From an optimization exercise on the open Yosys and OpenROAD flow, aimed at small area; shortcuts taken in it are not production practice.
Only simulation tests tie the RTL to the original design; equivalence was not proved.
No driver is modelled on the clock port, so clock power and skew are understated where the tree is cut down; a real chip needs a root buffer or a tree.
Power and IR drop assume default switching activity.

== lane 1 ==
Design smg_display, start of the top module:
module smg_display(
input clk,
input rst_n,
input number_en,
input [19:0] number,
output reg [5:0] an,
output reg [7:0] sseg,
output warning
    );
clock: 10.0 ns
lec_check: 0
cap_margin: 20
core_margin: 2
core_utilization: 40
slew_margin: 20
standard.sh (not shown) runs the stock make flow with config.mk's settings and CLKGATE_MAP_FILE= SYNTH_SCRIPT=/design/flow/synth_recipe.tcl, a recipe that flattens the netlist after the stock synthesis.
==> flow/flow/run.sh <==
#!/bin/bash
# The standard ORFS layout (the standard.sh) with these changes:
#  - synthesis maps the logic with an area-oriented ABC script (flow/abc_area.script)
#    in place of ORFS's delay-oriented one; the clock period has ample slack;
#  - the port buffers are the smallest buffer (buf_1);
#  - clock tree synthesis inserts no dummy load cells (CTS_ARGS below).
set -euo pipefail
here=$(pwd)
rm -rf "$here/scripts_own"
cp -r "$FLOW_HOME/scripts" "$here/scripts_own"
cp "$here/flow/abc_area.script" "$here/scripts_own/abc_speed.script"
export BUFFER_PORTS_ARGS="-buffer_cell sky130_fd_sc_hd__buf_1"
export CTS_ARGS="-sink_clustering_enable -repair_clock_nets -dont_use_dummy_load -buf_list {sky130_fd_sc_hd__clkbuf_4 sky130_fd_sc_hd__clkbuf_8} -sink_clustering_size 16"
bash standard.sh SCRIPTS_DIR="$here/scripts_own" finish > standard.log 2>&1
==> flow/flow/abc_area.script <==
strash
&get -n
&fraig -x
&put
scorr
dc2
dretime
strash
dch -f
amap
topo
Edits applied to the flow inputs when going from lane 1 to lane 2:
-- flow/flow/run.sh --
<<< lane 1, line 6
#  - clock tree synthesis inserts no dummy load cells (CTS_ARGS below).
>>> lane 2, line 6
<<< lane 1, line 13
>>> lane 2, line 12
export POST_CTS_TCL="$here/flow/post_cts.tcl"
-- flow/flow/abc_area.script --
<<< lane 1, line 10
amap
>>> lane 2, line 10
amap -m -F 3 -A 20
==> flow/flow/post_cts.tcl (new file) <==
set block [ord::get_db_block]
set root [$block findInst clkbuf_0_clk]
if { $root != "NULL" } {
  set in_net [[$root findITerm A] getNet]
  set out_net [[$root findITerm X] getNet]
  set loads {}
  foreach it [$out_net getITerms] {
    if { [$it getInst] != $root } { lappend loads $it }
  }
  if { [llength $loads] <= 4 && [$in_net getName] == "clk" } {
    puts "post_cts: removing root clock buffer, [llength $loads] leaves on clk"
    foreach it $loads {
      $it disconnect
      $it connect $in_net
    }
    odb::dbInst_destroy $root
    odb::dbNet_destroy $out_net
  } else {
    puts "post_cts: root clock buffer kept ([llength $loads] loads)"
  }
}
[summary]
Met2 layer usage reported by global route, lane 1 and lane 2: lower on lane 2
Lane 2 ended up with a higher setup slack after layout than lane 1 did.
Lane 2 vs lane 1 — non-clock buffer count climbed by a few percent
Lane 2 vs lane 1 — net switching power of the design dropped about 7%.
Die extent in y (higher): lane 1
Looking at first-pass GRT wire length across lane 1 and lane 2, the one that comes out higher is lane 2.
Taking lane 1 as the reference, in lane 2 gate count of the mapped netlist decreased 11, area added between synthesis and finish barely changed.
The part of the total power dissipated in sequential elements in lane 2 was higher than what lane 1 gave.
Lane 2 against lane 1: clock buffer instance count of the final layout now sits lower; cell count now sits lower.
Modified inputs, lane 3 compared to lane 2
# lane 2
export LEC_CHECK = 0
export CAP_MARGIN = 20
export CORE_MARGIN = 2
export CORE_UTILIZATION = 40
export SLEW_MARGIN = 20
create_clock -name core_clock -period 10.0 [get_ports {clk}]
# lane 3
export LEC_CHECK = 0
export CAP_MARGIN = 0
export CORE_MARGIN = 2
export CORE_UTILIZATION = 40
export SLEW_MARGIN = 0
create_clock -name core_clock -period 10.0 [get_ports {clk}]
-- flow/flow/run.sh --
<<< lane 2, line 6
>>> lane 3, line 6
#  - clock tree synthesis inserts no dummy load cells (CTS_ARGS below).
<<< lane 2, line 12
export POST_CTS_TCL="$here/flow/post_cts.tcl"
>>> lane 3, line 13
removed: flow/flow/post_cts.tcl
## What came out
- Against lane 2, via count in lane 3 fell slightly.
- Lower met3 track demand over resource goes to lane 2 over lane 3.
- Lower clock tree cell share of total cell area goes to lane 2 over lane 3.
- Compared lane 3 against lane 2; buffers plus inverters on the worst setup path within noise.
- Lane 3 ends up with a post-layout minimum cycle time that is 0.11 ns lower than in lane 2.
- Utilization lane 2 -> lane 3: up
Inputs modified between lane 3 and lane 4:
# lane 3
export LEC_CHECK = 0
export CAP_MARGIN = 0
export CORE_MARGIN = 2
export CORE_UTILIZATION = 40
export SLEW_MARGIN = 0
create_clock -name core_clock -period 10.0 [get_ports {clk}]
# lane 4
export LEC_CHECK = 0
export CAP_MARGIN = 20
export CORE_MARGIN = 2
export CORE_UTILIZATION = 40
export SLEW_MARGIN = 20
create_clock -name core_clock -period 10.0 [get_ports {clk}]
-- flow/flow/abc_area.script --
<<< lane 3, line 10
amap -m -F 3 -A 20
>>> lane 4, line 10
amap -m
Results
Routing usage on met3 | lane 4 above lane 3. [diff] cell area, lane 4 relative to lane 3: regression. Lane 3 has lower synthesized area than lane 4. On top achievable clock speed, lane 3 beats lane 4. Routing usage on met2 sits higher in lane 4 than in lane 3. Re flip-flop and latch share of the layout cell area: lane 4 is 0.29 points down on lane 3. Diff lane 3 -> lane 4: final number of setup-violating endpoints roughly the same; portion of the clock cycle consumed by the worst path in the final layout saw an increase; final period demand of the worst path has increased.

* * *

Setup of the baseline:
The RTL this note starts from:
==> flow/design.v <==
module smg_display(
input clk,
input rst_n,
input number_en,
input [19:0] number,
output reg [5:0] an,
output reg [7:0] sseg,
output warning
    );
localparam [11:0] H_T = 12'h11a;
localparam [11:0] H_R = 12'h235;
localparam [11:0] H_M = 12'h7ff;
reg [24:0] r;
reg        pend;          
reg        conv;          
reg [4:0]  q;
reg [11:0] h;
wire q31 = &q;
wire hcut = ((h & H_M) == (H_T & H_M));
function [3:0] fix;
    input [3:0] d;
    input       en;
    reg         g;
    begin
        g = en & (d[3] | d[2] & (d[1] | d[0]));
        fix[3] = d[3] | g;
        fix[2] = g ? (d[3] & d[0]) : d[2];
        fix[1] = g ? (d[1] & d[0] | d[3] & ~d[0]) : d[1];
        fix[0] = d[0] ^ g;
    end
endfunction
wire [24:0] cr;
assign cr[3:0]   = fix(r[3:0],   1'b1);
assign cr[7:4]   = fix(r[7:4],   q[4] | q[3] | q[2]);
assign cr[11:8]  = fix(r[11:8],  q[4] | q[3]);
assign cr[15:12] = fix(r[15:12], q[4] | (q[3] & q[2]));
assign cr[19:16] = fix(r[19:16], q[4]);
wire g5 = q[4] & q[1] & q[0] & r[22] & r[20];
assign cr[23:20] = {r[23] | g5, r[22] & ~g5, r[21], r[20] & ~g5};
assign cr[24]    = r[24];
always @(posedge clk or negedge rst_n) begin
    if (!rst_n) begin
        r <= 25'd0;
        pend <= 1'b0;
        conv <= 1'b0;
    end else if (number_en) begin
        r <= {number, 5'd0};
        pend <= 1'b1;
        conv <= 1'b0;
    end else begin
        if (q31) begin
            pend <= 1'b0;
            conv <= pend;
        end else if (q == 5'd19) begin
            conv <= 1'b0;
        end
        if (conv)
            r <= {cr[23:0], cr[24]};
    end
end
assign warning = r[24];
always @(posedge clk or negedge rst_n) begin
    if (!rst_n) begin
        q <= 5'd0;
        h <= H_R;
    end else begin
        q <= q + 5'd1;
        h <= {h[10:0], h[11] ^ h[0] ^ hcut};
    end
end
wire step = q31 & hcut;
reg [2:0] jc;
reg       started;
reg [3:0] num_an;
wire s0 = ~jc[2] & ~jc[0];
wire s1 =  jc[0] & ~jc[1];
wire s2 =  jc[1] & ~jc[2];
wire s3 =  jc[2] &  jc[0];
wire s4 =  jc[1] & ~jc[0];
wire s5 =  jc[2] & ~jc[1];
wire [3:0] dsel = ({4{s5}} & r[3:0])   | ({4{s0}} & r[7:4])
                | ({4{s1}} & r[11:8])  | ({4{s2}} & r[15:12])
                | ({4{s3}} & r[19:16]) | ({4{s4}} & r[23:20]);
always @(posedge clk or negedge rst_n) begin
    if (!rst_n) begin
        jc <= 3'b100;
        started <= 1'b0;
        num_an <= 4'd0;
    end else if (step) begin
        jc <= {jc[1:0], ~jc[2]};
        started <= 1'b1;
        num_an <= dsel;
    end
end
always @(*) begin
    an[0] = started & ~s0;
    an[1] = started & ~s1;
    an[2] = started & ~s2;
    an[3] = started & ~s3;
    an[4] = started & ~s4;
    an[5] = started & ~s5;
end
wire [3:0] d = num_an;
always @(*) begin
    sseg[7] = 1'b1;
    sseg[6] = ~d[3] & ~d[2] & ~d[1] | d[2] & d[1] & d[0];
    sseg[5] = ~d[3] & ~d[2] & d[0] | ~d[2] & d[1] | d[1] & d[0];
    sseg[4] = d[2] & ~d[1] | d[0];
    sseg[3] = ~d[3] & ~d[2] & ~d[1] & d[0] | d[2] & ~d[1] & ~d[0] | d[2] & d[1] & d[0];
    sseg[2] = ~d[2] & d[1] & ~d[0];
    sseg[1] = d[2] & ~d[1] & d[0] | d[2] & d[1] & ~d[0];
    sseg[0] = ~d[3] & ~d[2] & ~d[1] & d[0] | d[2] & ~d[1] & ~d[0];
end
endmodule
export LEC_CHECK = 0
export CAP_MARGIN = 20
export CORE_MARGIN = 2
export CORE_UTILIZATION = 40
export GPL_TIMING_DRIVEN = 0
export SLEW_MARGIN = 20
create_clock -name core_clock -period 10.0 [get_ports {clk}]
==> flow/flow/run.sh <==
#!/bin/bash
# The standard ORFS layout (the standard.sh) with these changes:
#  - synthesis maps the logic with an area-oriented ABC script (flow/abc_area.script)
#    in place of ORFS's delay-oriented one; the clock period has ample slack;
#  - the port buffers are the smallest buffer (buf_1);
set -euo pipefail
here=$(pwd)
rm -rf "$here/scripts_own"
cp -r "$FLOW_HOME/scripts" "$here/scripts_own"
cp "$here/flow/abc_area.script" "$here/scripts_own/abc_speed.script"
export BUFFER_PORTS_ARGS="-buffer_cell sky130_fd_sc_hd__buf_1"
export POST_CTS_TCL="$here/flow/post_cts.tcl"
export CTS_ARGS="-sink_clustering_enable -repair_clock_nets -dont_use_dummy_load -buf_list {sky130_fd_sc_hd__clkbuf_4 sky130_fd_sc_hd__clkbuf_8} -sink_clustering_size 16"
bash standard.sh SCRIPTS_DIR="$here/scripts_own" finish > standard.log 2>&1
==> flow/flow/abc_area.script <==
strash
&get -n
&fraig -x
&put
scorr
dc2
dretime
strash
dch -f
amap -m -F 3 -A 20
topo
==> flow/flow/post_cts.tcl <==
set block [ord::get_db_block]
set root [$block findInst clkbuf_0_clk]
if { $root != "NULL" } {
  set in_net [[$root findITerm A] getNet]
  set out_net [[$root findITerm X] getNet]
  set loads {}
  foreach it [$out_net getITerms] {
    if { [$it getInst] != $root } { lappend loads $it }
  }
  if { [llength $loads] <= 4 && [$in_net getName] == "clk" } {
    puts "post_cts: removing root clock buffer, [llength $loads] leaves on clk"
    foreach it $loads {
      $it disconnect
      $it connect $in_net
    }
    odb::dbInst_destroy $root
    odb::dbNet_destroy $out_net
  } else {
    puts "post_cts: root clock buffer kept ([llength $loads] loads)"
  }
}
Input changes introduced in the candidate (baseline for comparison: the baseline):
- removing GPL_TIMING_DRIVEN (formerly 0)
- changing CORE_UTILIZATION from 40 to 85
diff --git a/flow/flow/run.sh b/flow/flow/run.sh
--- a/flow/flow/run.sh
+++ b/flow/flow/run.sh
@@ -5,0 +6 @@
+#  - clock tree synthesis inserts no dummy load cells (CTS_ARGS below).
@@ -12,2 +13 @@
-export POST_CTS_TCL="$here/flow/post_cts.tcl"
-export CTS_ARGS="-sink_clustering_enable -repair_clock_nets -dont_use_dummy_load -buf_list {sky130_fd_sc_hd__clkbuf_4 sky130_fd_sc_hd__clkbuf_8} -sink_clustering_size 16"
+export CTS_ARGS="-sink_clustering_enable -repair_clock_nets -dont_use_dummy_load -buf_list {sky130_fd_sc_hd__clkbuf_4} -sink_clustering_size 16"
removed: flow/flow/post_cts.tcl
Results
Looking at the logs for the candidate and the baseline, the single run that did not finish was the candidate. Going from the baseline to the candidate, the initial core utilization was found to have gone up by 47 points. Diff the baseline..the candidate | count of mapped cells out of synthesis | unchanged. Number of synthesized flops with an enable pin: the baseline vs the candidate identical. Complex-gate fraction of the synthesized area: the candidate vs the baseline identical. Summary: with the baseline as the reference, chip height in the candidate moved down by more than a quarter. Placement row count on the candidate is down relative to the baseline. On simple-gate share of the synthesized area, the candidate and the baseline are neck and neck.

* * *

the previous run:
// smg_display: RTL as listed in full above, without the edits since
==> flow/config.mk <==
export PLATFORM = sky130hd
export DESIGN_NAME = smg_display
export DESIGN_NICKNAME = smg_display
export VERILOG_FILES = /design/flow/design.v
export SDC_FILE = /design/flow/constraint.sdc
export NUM_CORES = 4
export LEC_CHECK = 0
export CAP_MARGIN = 20
export CORE_MARGIN = 2
export CORE_UTILIZATION = 40
export SLEW_MARGIN = 20
==> flow/constraint.sdc <==
create_clock -name core_clock -period 10.0 [get_ports {clk}]
set_input_delay 2.0000 -clock core_clock [delete_from_list [all_inputs] [get_ports {clk}]]
set_output_delay 2.0000 -clock core_clock [all_outputs]
set_load 0.01 [all_outputs]
==> flow/flow/run.sh <==
#!/bin/bash
# The standard ORFS layout (the standard.sh) with these changes:
#  - synthesis maps the logic with an area-oriented ABC script (flow/abc_area.script)
#    in place of ORFS's delay-oriented one; the clock period has ample slack;
#  - the port buffers are the smallest buffer (buf_1);
#  - clock tree synthesis inserts no dummy load cells (CTS_ARGS below).
set -euo pipefail
here=$(pwd)
rm -rf "$here/scripts_own"
cp -r "$FLOW_HOME/scripts" "$here/scripts_own"
cp "$here/flow/abc_area.script" "$here/scripts_own/abc_speed.script"
export BUFFER_PORTS_ARGS="-buffer_cell sky130_fd_sc_hd__buf_1"
export CTS_ARGS="-sink_clustering_enable -repair_clock_nets -dont_use_dummy_load -buf_list {sky130_fd_sc_hd__clkbuf_4 sky130_fd_sc_hd__clkbuf_8} -sink_clustering_size 16"
bash standard.sh SCRIPTS_DIR="$here/scripts_own" finish > standard.log 2>&1
Scripts as last shown in full above: flow/flow/abc_area.script
Here is what was changed in the inputs of the current run compared with the previous run.
Settings: CORE_UTILIZATION: 40 -> 25.
[summary]
The current run vs. the previous run: total routed wirelength increased by 4.6% relative to the old numbers, static leakage increased by 0.44% relative to the old numbers. Between the previous run and the current run, the non-clock buffering overhead in the final layout figures differ only marginally. Min post-route core utilization across the previous run and the current run: the current run. The current run vs the previous run, setup slack went up by 0.26 ns.

* * *

Another version of the RTL of smg_display (not shown whole).
For scale: about 260 cells after synthesis, ~57 flip-flops, ~38 I/O pins, roughly 2500 um^2 of cells after synthesis.
==> flow/design.v (excerpt) <==
module smg_display(
input clk,
input rst_n,
input number_en,
input [19:0] number,
output reg [5:0] an,
output reg [7:0] sseg,
output warning
    );
export LEC_CHECK = 0
export CAP_MARGIN = 20
export CORE_MARGIN = 2
export CORE_UTILIZATION = 40
export SLEW_MARGIN = 20
create_clock -name core_clock -period 10.0 [get_ports {clk}]
==> flow/flow/run.sh <==
#!/bin/bash
# The standard ORFS layout (the standard.sh) with these changes:
#  - synthesis maps the logic with an area-oriented ABC script (flow/abc_area.script)
#    in place of ORFS's delay-oriented one; the clock period has ample slack;
#  - the port buffers are the smallest buffer (buf_1);
#  - clock tree synthesis inserts no dummy load cells (CTS_ARGS below).
set -euo pipefail
here=$(pwd)
rm -rf "$here/scripts_own"
cp -r "$FLOW_HOME/scripts" "$here/scripts_own"
cp "$here/flow/abc_area.script" "$here/scripts_own/abc_speed.script"
export BUFFER_PORTS_ARGS="-buffer_cell sky130_fd_sc_hd__buf_1"
export CTS_ARGS="-sink_clustering_enable -repair_clock_nets -dont_use_dummy_load"
bash standard.sh SCRIPTS_DIR="$here/scripts_own" finish > standard.log 2>&1
==> flow/flow/abc_area.script <==
strash
&get -n
&fraig -x
&put
scorr
dc2
dretime
strash
dch -f
amap
topo
The first run ran to the end with no violations.
Rerun with:
--- a/flow/flow/run.sh
+++ b/flow/flow/run.sh
@@ -12,3 +12,3 @@
 export BUFFER_PORTS_ARGS="-buffer_cell sky130_fd_sc_hd__buf_1"
-export CTS_ARGS="-sink_clustering_enable -repair_clock_nets -dont_use_dummy_load"
+export CTS_ARGS="-sink_clustering_enable -repair_clock_nets -dont_use_dummy_load -buf_list {sky130_fd_sc_hd__clkbuf_4 sky130_fd_sc_hd__clkbuf_8} -sink_clustering_size 30 -sink_clustering_max_diameter 200"
 bash standard.sh SCRIPTS_DIR="$here/scripts_own" finish > standard.log 2>&1
Critical path depth stays the same.
Clock skew stays the same.
Total power is unchanged.
Non-clock buffer count does not change.
Combinational power barely changes.
Worst hold slack does not change.
Die area stays the same.
Synthesized area stays the same.
Rerun with:
--- a/flow/flow/run.sh
+++ b/flow/flow/run.sh
@@ -12,3 +12,3 @@
 export BUFFER_PORTS_ARGS="-buffer_cell sky130_fd_sc_hd__buf_1"
-export CTS_ARGS="-sink_clustering_enable -repair_clock_nets -dont_use_dummy_load -buf_list {sky130_fd_sc_hd__clkbuf_4 sky130_fd_sc_hd__clkbuf_8} -sink_clustering_size 30 -sink_clustering_max_diameter 200"
+export CTS_ARGS="-sink_clustering_enable -repair_clock_nets -dont_use_dummy_load -buf_list {sky130_fd_sc_hd__clkbuf_8 sky130_fd_sc_hd__clkbuf_16} -sink_clustering_size 60 -sink_clustering_max_diameter 300"
 bash standard.sh SCRIPTS_DIR="$here/scripts_own" finish > standard.log 2>&1
Result:
- clock skew is unchanged
- maximum frequency does not change
- worst hold slack is unchanged
- power does not change
- design area is unchanged
- routed wire length does not change
Rerun with:
--- a/flow/flow/run.sh
+++ b/flow/flow/run.sh
@@ -12,3 +12,3 @@
 export BUFFER_PORTS_ARGS="-buffer_cell sky130_fd_sc_hd__buf_1"
-export CTS_ARGS="-sink_clustering_enable -repair_clock_nets -dont_use_dummy_load -buf_list {sky130_fd_sc_hd__clkbuf_8 sky130_fd_sc_hd__clkbuf_16} -sink_clustering_size 60 -sink_clustering_max_diameter 300"
+export CTS_ARGS="-sink_clustering_enable -repair_clock_nets -dont_use_dummy_load -buf_list {sky130_fd_sc_hd__clkbuf_2 sky130_fd_sc_hd__clkbuf_4} -sink_clustering_size 20"
 bash standard.sh SCRIPTS_DIR="$here/scripts_own" finish > standard.log 2>&1
After rerunning:
- The new run produced a clean layout
- global-route usage hardly moves
- clock power went down by a quarter to a third
- power fell by a little under a tenth
- wire length is about the same
- setup slack is better by 0.11 ns
- final area falls slightly
- die area stays the same
- critical path depth does not change
- clock-buffer cell count is unchanged
- first-iteration DRC count drops by a few percent
- clock skew climbs by 0.0076 ns

-- separate check: timing with driven ports --
How much do the figures lean on ideal ports? The routed layouts below were timed once more, with nothing changed but the port constraints.
Step 1 sets driving cells, clkbuf_16 on the clock port and buf_2 on the other inputs (assumed; they add their load-dependent delay and slew).
Step 2 also shifts input and output timing later by t, the mid clock arrival at the registers, as if the neighbouring blocks saw the same clock.
Three values: ideal, step 1, step 2; two values: the first two.
| run | t, ns | slack for setup (ns) | worst setup path after step 2 | worst slew at a driven data input, ns | pins driven straight from the clock port |
|---|---|---|---|---|---|
| lane 1 | 0.328 | 5.783 / 5.786 / 5.458 | input to register | 0.03 | 1 |
| lane 2 | 0.199 | 5.940 / 5.970 / 5.771 | input to register | 0.03 | 4 |
| lane 3 | 0.327 | 6.053 / 6.056 / 5.730 | input to register | 0.03 | 1 |
| lane 4 | 0.326 | 5.697 / 5.699 / 5.374 | input to register | 0.04 | 1 |
| the baseline | 0.198 | 5.377 / 5.404 / 5.206 | input to register | 0.04 | 4 |
| the previous run | 0.327 | 6.053 / 6.056 / 5.730 | input to register | 0.03 | 1 |
| the current run | 0.323 | 6.309 / 6.316 / 5.993 | input to register | 0.03 | 1 |
| the first run of note 4 | 0.353 | 6.335 / 6.342 / 5.989 | input to register | 0.03 | 1 |
| the second run of note 4 | 0.353 | 6.335 / 6.342 / 5.989 | input to register | 0.03 | 1 |
| the third run of note 4 | 0.353 | 6.335 / 6.342 / 5.989 | input to register | 0.03 | 1 |
| the fourth run of note 4 | 0.411 | 6.450 / 6.450 / 6.044 | input to register | 0.03 | 1 |
After both steps setup and hold are still met in every run listed. For the fourth run of note 4, which loses most, drivers alone change the setup slack by 0.000 ns; drivers and shift together by -0.406 ns.
